From an optimization exercise on the open Yosys and OpenROAD flow, aimed at small area; shortcuts taken in it are not production practice. Function was checked by simulation only, so behaviour that the tests miss may differ from the original. Power figures rest on the tool's default switching activity, not on a simulated workload.

==> flow/design.v <==
module atm_code(input clk, input rst, input BTN3, BTN2, BTN1, input [3:0] SW,
                output reg [7:0] LED, output reg [6:0] digit4, digit3, digit2, digit1);
  localparam [3:0] IDLE = 4'd0;
  localparam [3:0] PE3 = 4'd1;
  localparam [3:0] PE2 = 4'd2;
  localparam [3:0] PE1 = 4'd3;
  localparam [3:0] LOCK = 4'd11;
  localparam [3:0] MENU = 4'd5;
  localparam [3:0] MONEY = 4'd15;
  localparam [3:0] WARN = 4'd12;
  localparam [3:0] PC3 = 4'd8;
  localparam [3:0] PC2 = 4'd9;
  localparam [3:0] PC1 = 4'd10;
  localparam [3:0] NEW = 4'd4;
  localparam [3:0] RSTC = 4'd7;
  reg [3:0] st, disp;
  reg [3:0] pin;
  reg [15:0] bal_d;   
  reg [6:0] x;
  wire isMd = (disp == MONEY);   
  wire [4:0] pend = isMd ? x[4:0] : 5'd0;
  reg [3:0] st_n;
  reg [4:0] pend_n;
  wire s = pend[4];
  wire [4:0] c;
  assign c[0] = s;
  genvar i;
  generate for (i = 0; i < 4; i = i + 1) begin : rca
    assign c[i+1] = (bal_d[i] & pend[i]) | (c[i] & (bal_d[i] ^ pend[i]));
  end endgenerate
  wire [15:0] bal;
  assign bal[3:0] = bal_d[3:0] ^ pend[3:0] ^ c[3:0];
  wire [16:4] k;
  assign k[4] = c[4] ^ s;
  generate for (i = 4; i < 16; i = i + 1) begin : incdec
    assign k[i+1] = k[i] & (bal_d[i] ^ s);
  end endgenerate
  assign bal[15:4] = bal_d[15:4] ^ k[15:4];
  wire inc = c[4] & ~s, dec = s & ~c[4];
  wire hi_nz = ~((bal_d[15:4] == 12'd0 & ~inc & ~dec) | (bal_d[15:4] == 12'hfff & inc) | (bal_d[15:4] == 12'd1 & dec));
  wire [4:0] g1, g0;
  assign g1[0] = 1'b1; assign g0[0] = 1'b0;
  generate for (i = 0; i < 4; i = i + 1) begin : cmp
    assign g1[i+1] = (bal[i] & ~SW[i]) | (g1[i] & (bal[i] | ~SW[i]));
    assign g0[i+1] = (bal[i] & ~SW[i]) | (g0[i] & (bal[i] | ~SW[i]));
  end endgenerate
  wire gt = hi_nz | g0[4];
  wire ge = hi_nz | g1[4];
  wire ok = (pin == SW);
  wire t100 = (x == 7'd22);
  wire t50 = ~isMd & (x == 7'd43);
  wire run = (st == LOCK) ? !t100 : (st == WARN) ? (!t50 & !isMd) : 1'b0;
  wire [6:0] x_step = {x[5:0], ~(x[6] ^ x[5])};
  always @(*) begin
    pend_n = 5'd0;
    if (st == MONEY) begin
      if (BTN3) pend_n = {1'b0, SW};
      else if (BTN2 && ge) pend_n = {1'b1, ~SW};
    end
  end
  always @(*) begin
    st_n = st;
    case (st)
      IDLE: if (BTN3) st_n = PE3;
      PE3: if (BTN3) st_n = ok ? MENU : PE2; else if (BTN1) st_n = IDLE;
      PE2: if (BTN1) st_n = IDLE; else if (BTN3) st_n = ok ? MENU : PE1;
      PE1: if (BTN1) st_n = IDLE; else if (BTN3) st_n = ok ? MENU : LOCK;
      LOCK: if (t100) st_n = IDLE;
      MENU: if (BTN1) st_n = IDLE; else if (BTN3) st_n = MONEY; else if (BTN2) st_n = PC3;
      MONEY: if (BTN1) st_n = MENU; else if (BTN2 && !gt) st_n = WARN;
      WARN: if (t50) st_n = MONEY;
      PC3: if (BTN1) st_n = MENU; else if (BTN3) st_n = ok ? NEW : PC2;
      PC2: if (BTN1) st_n = MENU; else if (BTN3) st_n = ok ? NEW : PC1;
      PC1: if (BTN1) st_n = MENU; else if (BTN3) st_n = ok ? NEW : LOCK;
      NEW: if (BTN3) st_n = MENU;
      default: st_n = 4'bxxxx;
    endcase
  end
  always @(posedge clk or posedge rst) begin
    if (rst) begin
      st <= IDLE; disp <= RSTC; pin <= 4'd0; bal_d <= 16'd0;
    end else begin
      st <= st_n; disp <= st; bal_d <= bal;
      if (st == NEW && BTN3) pin <= SW;
    end
  end
  always @(posedge clk) x <= {2'b00, pend_n} | (run ? x_step : 7'd0);
  function [6:0] hex7(input [3:0] v);
    case (v)
      4'd0: hex7 = 7'b0000001;
      4'd1: hex7 = 7'b1001111;
      4'd2: hex7 = 7'b0010010;
      4'd3: hex7 = 7'b0000110;
      4'd4: hex7 = 7'b1001100;
      4'd5: hex7 = 7'b0100100;
      4'd6: hex7 = 7'b0100000;
      4'd7: hex7 = 7'b0001101;
      4'd8: hex7 = 7'b0000000;
      4'd9: hex7 = 7'b0000100;
      4'd10: hex7 = 7'b0001000;
      4'd11: hex7 = 7'b1100000;
      4'd12: hex7 = 7'b0110001;
      4'd13: hex7 = 7'b1000010;
      4'd14: hex7 = 7'b0110000;
      4'd15: hex7 = 7'b0111000;
    endcase
  endfunction
  always @(*) begin
    case (disp)
      IDLE: begin LED = 8'b00000001; digit4 = 7'b0110001; digit3 = 7'b0001000; digit2 = 7'b1111010; digit1 = 7'b1000010; end
      PE3: begin LED = 8'b10000000; digit4 = 7'b0011000; digit3 = 7'b0110000; digit2 = 7'b1111110; digit1 = 7'b0000110; end
      PE2: begin LED = 8'b11000000; digit4 = 7'b0011000; digit3 = 7'b0110000; digit2 = 7'b1111110; digit1 = 7'b0010010; end
      PE1: begin LED = 8'b11100000; digit4 = 7'b0011000; digit3 = 7'b0110000; digit2 = 7'b1111110; digit1 = 7'b1001111; end
      LOCK: begin LED = 8'b11111111; digit4 = 7'b0111000; digit3 = 7'b0001000; digit2 = 7'b1111001; digit1 = 7'b1110001; end
      MENU: begin LED = 8'b00010000; digit4 = 7'b0000001; digit3 = 7'b0011000; digit2 = 7'b0110000; digit1 = 7'b1101010; end
      MONEY: begin LED = 8'b00001000; digit4 = hex7(bal_d[15:12]); digit3 = hex7(bal_d[11:8]); digit2 = hex7(bal_d[7:4]); digit1 = hex7(bal_d[3:0]); end
      WARN: begin LED = 8'b11111111; digit4 = 7'b1111110; digit3 = 7'b1101010; digit2 = 7'b0001000; digit1 = 7'b1111110; end
      PC3: begin LED = 8'b00000100; digit4 = 7'b0011000; digit3 = 7'b0110001; digit2 = 7'b1111110; digit1 = 7'b0000110; end
      PC2: begin LED = 8'b00000110; digit4 = 7'b0011000; digit3 = 7'b0110001; digit2 = 7'b1111110; digit1 = 7'b0010010; end
      PC1: begin LED = 8'b00000111; digit4 = 7'b0011000; digit3 = 7'b0110001; digit2 = 7'b1111110; digit1 = 7'b1001111; end
      NEW: begin LED = 8'b00000010; digit4 = 7'b0011000; digit3 = 7'b0001000; digit2 = 7'b0100100; digit1 = 7'b0100100; end
      RSTC: begin LED = 8'b10101010; digit4 = 7'bx; digit3 = 7'bx; digit2 = 7'bx; digit1 = 7'bx; end
      default: begin LED = 8'bx; digit4 = 7'bx; digit3 = 7'bx; digit2 = 7'bx; digit1 = 7'bx; end
    endcase
  end
endmodule
==> flow/config.mk <==
export PLATFORM = sky130hd
export DESIGN_NAME = atm_code
export DESIGN_NICKNAME = atm_code
export VERILOG_FILES = /design/flow/design.v
export SDC_FILE = /design/flow/constraint.sdc
export NUM_CORES = 4
export LEC_CHECK = 0
export CAP_MARGIN = 20
export CORE_MARGIN = 2
export CORE_UTILIZATION = 40
export SLEW_MARGIN = 20
==> flow/constraint.sdc <==
create_clock -name core_clock -period 5.0 [get_ports {clk}]
set_input_delay 1.0000 -clock core_clock [delete_from_list [all_inputs] [get_ports {clk}]]
set_output_delay 1.0000 -clock core_clock [all_outputs]
set_load 0.01 [all_outputs]
standard.sh (not shown) runs the stock make flow with config.mk's settings and CLKGATE_MAP_FILE= SYNTH_SCRIPT=/design/flow/synth_recipe.tcl, a recipe that flattens the netlist after the stock synthesis.
==> flow/flow/run.sh <==
#!/bin/bash
# Own layout flow: the standard synthesis, then the combinational logic between the
# standard synthesis's registers is re-mapped by ABC for area (registers, their names and
# cell types are kept as they are), then the standard layout from floorplan on, with
# the port buffers made of the smallest buffer cell and a clock tree of few, small buffers.
set -euo pipefail
W=$(pwd)
R=$W/orfs/results/$FLOW_PLATFORM/atm_code/base
bash standard.sh synth > std_synth.log 2>&1
cp $R/1_2_yosys.v $W/synth_std.v
yosys -c flow/resyn.tcl > resyn.log 2>&1
openroad -no_init -exit flow/mkodb.tcl > mkodb.log 2>&1
bash standard.sh BUFFER_PORTS_ARGS="-buffer_cell sky130_fd_sc_hd__buf_1" \
  CTS_ARGS="$(cat flow/cts_args.txt)" finish > std_finish.log 2>&1
==> flow/flow/area.abc <==
strash
&get -n
&deepsyn -T 20
&put
dch -f
amap
topo
==> flow/flow/cts_args.txt <==
-buf_list sky130_fd_sc_hd__clkbuf_4 -root_buf sky130_fd_sc_hd__clkbuf_4 -sink_clustering_enable -dont_use_dummy_load
==> flow/flow/mkodb.tcl <==
# 1_synth.odb from the re-mapped netlist, as ORFS's synth_odb.tcl makes it from 1_2_yosys.v
set p $::env(FLOW_HOME)/platforms/sky130hd
set R orfs/results/$::env(FLOW_PLATFORM)/atm_code/base
read_lef $p/lef/sky130_fd_sc_hd.tlef
read_lef $p/lef/sky130_fd_sc_hd_merged.lef
read_liberty $p/lib/sky130_fd_sc_hd__tt_025C_1v80.lib
read_verilog resyn.v
link_design $::env(FLOW_TOP)
read_sdc $R/1_2_yosys.sdc
write_db $R/1_synth.odb
write_sdc -no_timestamp $R/1_synth.sdc
==> flow/flow/resyn.tcl <==
# Re-map the combinational logic of the standard synthesis netlist; registers stay.
set lib $::env(FLOW_HOME)/platforms/sky130hd/lib/sky130_fd_sc_hd__tt_025C_1v80.lib
set du {-dont_use *probe* -dont_use *lpflow* -dont_use *clkbuf* -dont_use *clkinv* -dont_use *dlygate* -dont_use *clkdly*}
yosys read_liberty -ignore_miss_func -ignore_miss_dir $lib
yosys read_verilog synth_std.v
yosys hierarchy -top $::env(FLOW_TOP)
yosys blackbox sky130_fd_sc_hd__df* sky130_fd_sc_hd__edf* sky130_fd_sc_hd__sdf* sky130_fd_sc_hd__dl*
yosys flatten
yosys opt -full
yosys read_liberty -lib -overwrite -ignore_miss_func -ignore_miss_dir $lib
yosys abc -liberty $lib {*}$du -script flow/area.abc
yosys setundef -zero
yosys splitnets
yosys opt_clean -purge
yosys hilomap -singleton -hicell sky130_fd_sc_hd__conb_1 HI -locell sky130_fd_sc_hd__conb_1 LO
yosys insbuf -buf sky130_fd_sc_hd__buf_4 A X
yosys check -assert -mapped
yosys stat -liberty $lib
yosys write_verilog -noattr -nohex -nodec resyn.v
Change:
--- a/flow/flow/run.sh
+++ b/flow/flow/run.sh
@@ -12,3 +12,3 @@
 openroad -no_init -exit flow/mkodb.tcl > mkodb.log 2>&1
-bash standard.sh BUFFER_PORTS_ARGS="-buffer_cell sky130_fd_sc_hd__buf_1" \
+bash standard.sh $(cat flow/make_args.txt) BUFFER_PORTS_ARGS="-buffer_cell sky130_fd_sc_hd__buf_1" \
   CTS_ARGS="$(cat flow/cts_args.txt)" finish > std_finish.log 2>&1
==> flow/flow/cts_args.txt (replaced) <==
-buf_list sky130_fd_sc_hd__clkbuf_4 -root_buf sky130_fd_sc_hd__clkbuf_8 -sink_clustering_enable -sink_clustering_size 10 -dont_use_dummy_load
==> flow/flow/make_args.txt (new file) <==
GPL_TIMING_DRIVEN=0
The new run completed without violations.
Setup slack degrades by 0.0083 ns.
Synthesized cell count is unchanged.
Critical path depth increases by 1.
Wire length increases by 1.3%.
Area after synthesis stays the same.
Total power increases by 21%.
Combinational power increases by 31%.
Cell area increases by 11%.
Register-to-register slack hardly moves.
Change:
==> flow/flow/cts_args.txt (replaced) <==
-buf_list sky130_fd_sc_hd__clkbuf_4 -root_buf sky130_fd_sc_hd__clkbuf_4 -sink_clustering_enable -sink_clustering_size 10 -dont_use_dummy_load
==> flow/flow/make_args.txt (replaced) <==
GPL_TIMING_DRIVEN=1
--- a/flow/flow/resyn.tcl
+++ b/flow/flow/resyn.tcl
@@ -8,2 +8,3 @@
 yosys flatten
+yosys rename -hide w:*.*
 yosys opt -full
@@ -13,2 +14,3 @@
 yosys splitnets
+yosys rename -hide w:*.*
 yosys opt_clean -purge
What happened: Critical path depth decreases by 1. Clock skew decreases by 0.0069 ns. Routed wire length decreases slightly. Final cell count decreases by roughly a tenth. Worst hold slack hardly moves. Fmax increases slightly. Sequential share of layout area increases by 2.8 points. Register-to-register slack gains 0.03 ns. Final area decreases by roughly a tenth. Sequential power barely changes.
Change:
--- a/flow/flow/run.sh
+++ b/flow/flow/run.sh
@@ -3,4 +3,5 @@
 # standard synthesis's registers is re-mapped by ABC for area (registers, their names and
-# cell types are kept as they are), then the standard layout from floorplan on, with
-# the port buffers made of the smallest buffer cell and a clock tree of few, small buffers.
+# cell types are kept as they are; three ABC runs with different seeds, the smallest is
+# kept), then the standard layout from floorplan on, with the port buffers made of the
+# smallest buffer cell and a clock tree of few, small buffers.
 set -euo pipefail
@@ -10,3 +11,10 @@
 cp $R/1_2_yosys.v $W/synth_std.v
-yosys -c flow/resyn.tcl > resyn.log 2>&1
+for S in 1 2 3; do
+  printf 'strash\n&get -n\n&deepsyn -T 30 -S %s\n&put\ndch -f\namap\ntopo\n' $S > area_$S.abc
+  ABC_SCRIPT=$W/area_$S.abc RESYN_OUT=resyn_$S.v yosys -c flow/resyn.tcl > resyn_$S.log 2>&1 &
+done
+wait
+best=$(for S in 1 2 3; do echo "$(grep 'Chip area' resyn_$S.log | tail -1 | awk '{print $NF}') $S"; done | sort -g | head -1 | awk '{print $2}')
+echo "kept seed $best" > resyn_choice.txt
+cp resyn_$best.v resyn.v
 openroad -no_init -exit flow/mkodb.tcl > mkodb.log 2>&1
==> flow/flow/cts_args.txt (replaced) <==
-buf_list sky130_fd_sc_hd__clkbuf_4 -root_buf sky130_fd_sc_hd__clkbuf_8 -sink_clustering_enable -dont_use_dummy_load
==> flow/flow/make_args.txt (replaced) <==
GPL_TIMING_DRIVEN=1 CORE_UTILIZATION=55 PLACE_DENSITY=0.75
--- a/flow/flow/resyn.tcl
+++ b/flow/flow/resyn.tcl
@@ -11,3 +11,3 @@
 yosys read_liberty -lib -overwrite -ignore_miss_func -ignore_miss_dir $lib
-yosys abc -liberty $lib {*}$du -script flow/area.abc
+yosys abc -liberty $lib {*}$du -script $::env(ABC_SCRIPT)
 yosys setundef -zero
@@ -20,2 +20,2 @@
 yosys stat -liberty $lib
-yosys write_verilog -noattr -nohex -nodec resyn.v
+yosys write_verilog -noattr -nohex -nodec $::env(RESYN_OUT)
removed: flow/flow/area.abc
After rerunning:
- die area goes down by 27%
- setup slack is worse by 0.26 ns
- clock power increases by 41%
- cell area is higher by 3.1%
- synthesized area went down by 1.2%
- sequential power is lower by 10%
- count of clock-buffer cells in the layout stays the same
Change:
==> flow/flow/run.sh (replaced) <==
#!/bin/bash
# Own layout flow: the standard synthesis, then the combinational logic between the
# standard synthesis's registers is re-mapped by ABC for area (registers, their names and
# cell types are kept as they are), then the standard layout from floorplan on, with
# the port buffers made of the smallest buffer cell and a clock tree of few, small buffers.
set -euo pipefail
W=$(pwd)
R=$W/orfs/results/$FLOW_PLATFORM/atm_code/base
bash standard.sh synth > std_synth.log 2>&1
cp $R/1_2_yosys.v $W/synth_std.v
yosys -c flow/resyn.tcl > resyn.log 2>&1
openroad -no_init -exit flow/mkodb.tcl > mkodb.log 2>&1
bash standard.sh $(cat flow/make_args.txt) BUFFER_PORTS_ARGS="-buffer_cell sky130_fd_sc_hd__buf_1" \
  CTS_ARGS="$(cat flow/cts_args.txt)" finish > std_finish.log 2>&1
==> flow/flow/area.abc (new file) <==
strash
&get -n
&deepsyn -T 20
&put
dch -f
amap
topo
==> flow/flow/cts_args.txt (replaced) <==
-buf_list sky130_fd_sc_hd__clkbuf_4 -root_buf sky130_fd_sc_hd__clkbuf_4 -sink_clustering_enable -sink_clustering_max_diameter 40 -dont_use_dummy_load
==> flow/flow/make_args.txt (replaced) <==
GPL_TIMING_DRIVEN=0
--- a/flow/flow/resyn.tcl
+++ b/flow/flow/resyn.tcl
@@ -8,9 +8,7 @@
 yosys flatten
-yosys rename -hide w:*.*
 yosys opt -full
 yosys read_liberty -lib -overwrite -ignore_miss_func -ignore_miss_dir $lib
-yosys abc -liberty $lib {*}$du -script $::env(ABC_SCRIPT)
+yosys abc -liberty $lib {*}$du -script flow/area.abc
 yosys setundef -zero
 yosys splitnets
-yosys rename -hide w:*.*
 yosys opt_clean -purge
@@ -20,2 +18,2 @@
 yosys stat -liberty $lib
-yosys write_verilog -noattr -nohex -nodec $::env(RESYN_OUT)
+yosys write_verilog -noattr -nohex -nodec resyn.v
Effect: Design area grows by a few percent. Clock power shrinks by a quarter to a third. Clock skew grows by 0.019 ns. Synthesized area grows by roughly a tenth. Wire length grows by a few percent. Die area grows by well over a third. Total power grows by a quarter to a third. Worst setup slack improves by 0.24 ns. Sequential power grows by roughly a tenth. Hold slack improves by 0.0043 ns. Core utilization shrinks by 20 points.

[port drivers added, routing unchanged]
How much do the figures lean on ideal ports? The routed layouts below were timed once more, with nothing changed but the port constraints.
Step 1 (the two cells are an assumption about what drives the block):
set clk [get_ports {clk}]
set_driving_cell -lib_cell sky130_fd_sc_hd__clkbuf_16 $clk
set_driving_cell -lib_cell sky130_fd_sc_hd__buf_2 [delete_from_list [all_inputs] $clk]
Step 2 moves the port delays by t, midway between the first and last clock arrival at a register: inputs arrive t later, outputs are due t later. That takes back most of the time a late clock gives input paths.
a / b / c = ideal ports / drivers / drivers and shift; a / b = the first two.
run | t, ns | slack for setup (ns) | worst hold slack (ns)
the first run | 0.362 | 0.449 / 0.449 / 0.449 | 0.451 / 0.451 / 0.451
the second run | 0.307 | 0.441 / 0.441 / 0.441 | 0.450 / 0.450 / 0.450
the third run | 0.355 | 0.474 / 0.474 / 0.474 | 0.451 / 0.451 / 0.451
the fourth run | 0.318 | 0.213 / 0.213 / 0.213 | 0.458 / 0.458 / 0.458
the fifth run | 0.356 | 0.457 / 0.457 / 0.457 | 0.463 / 0.463 / 0.463
After both steps every run listed still meets setup and hold.
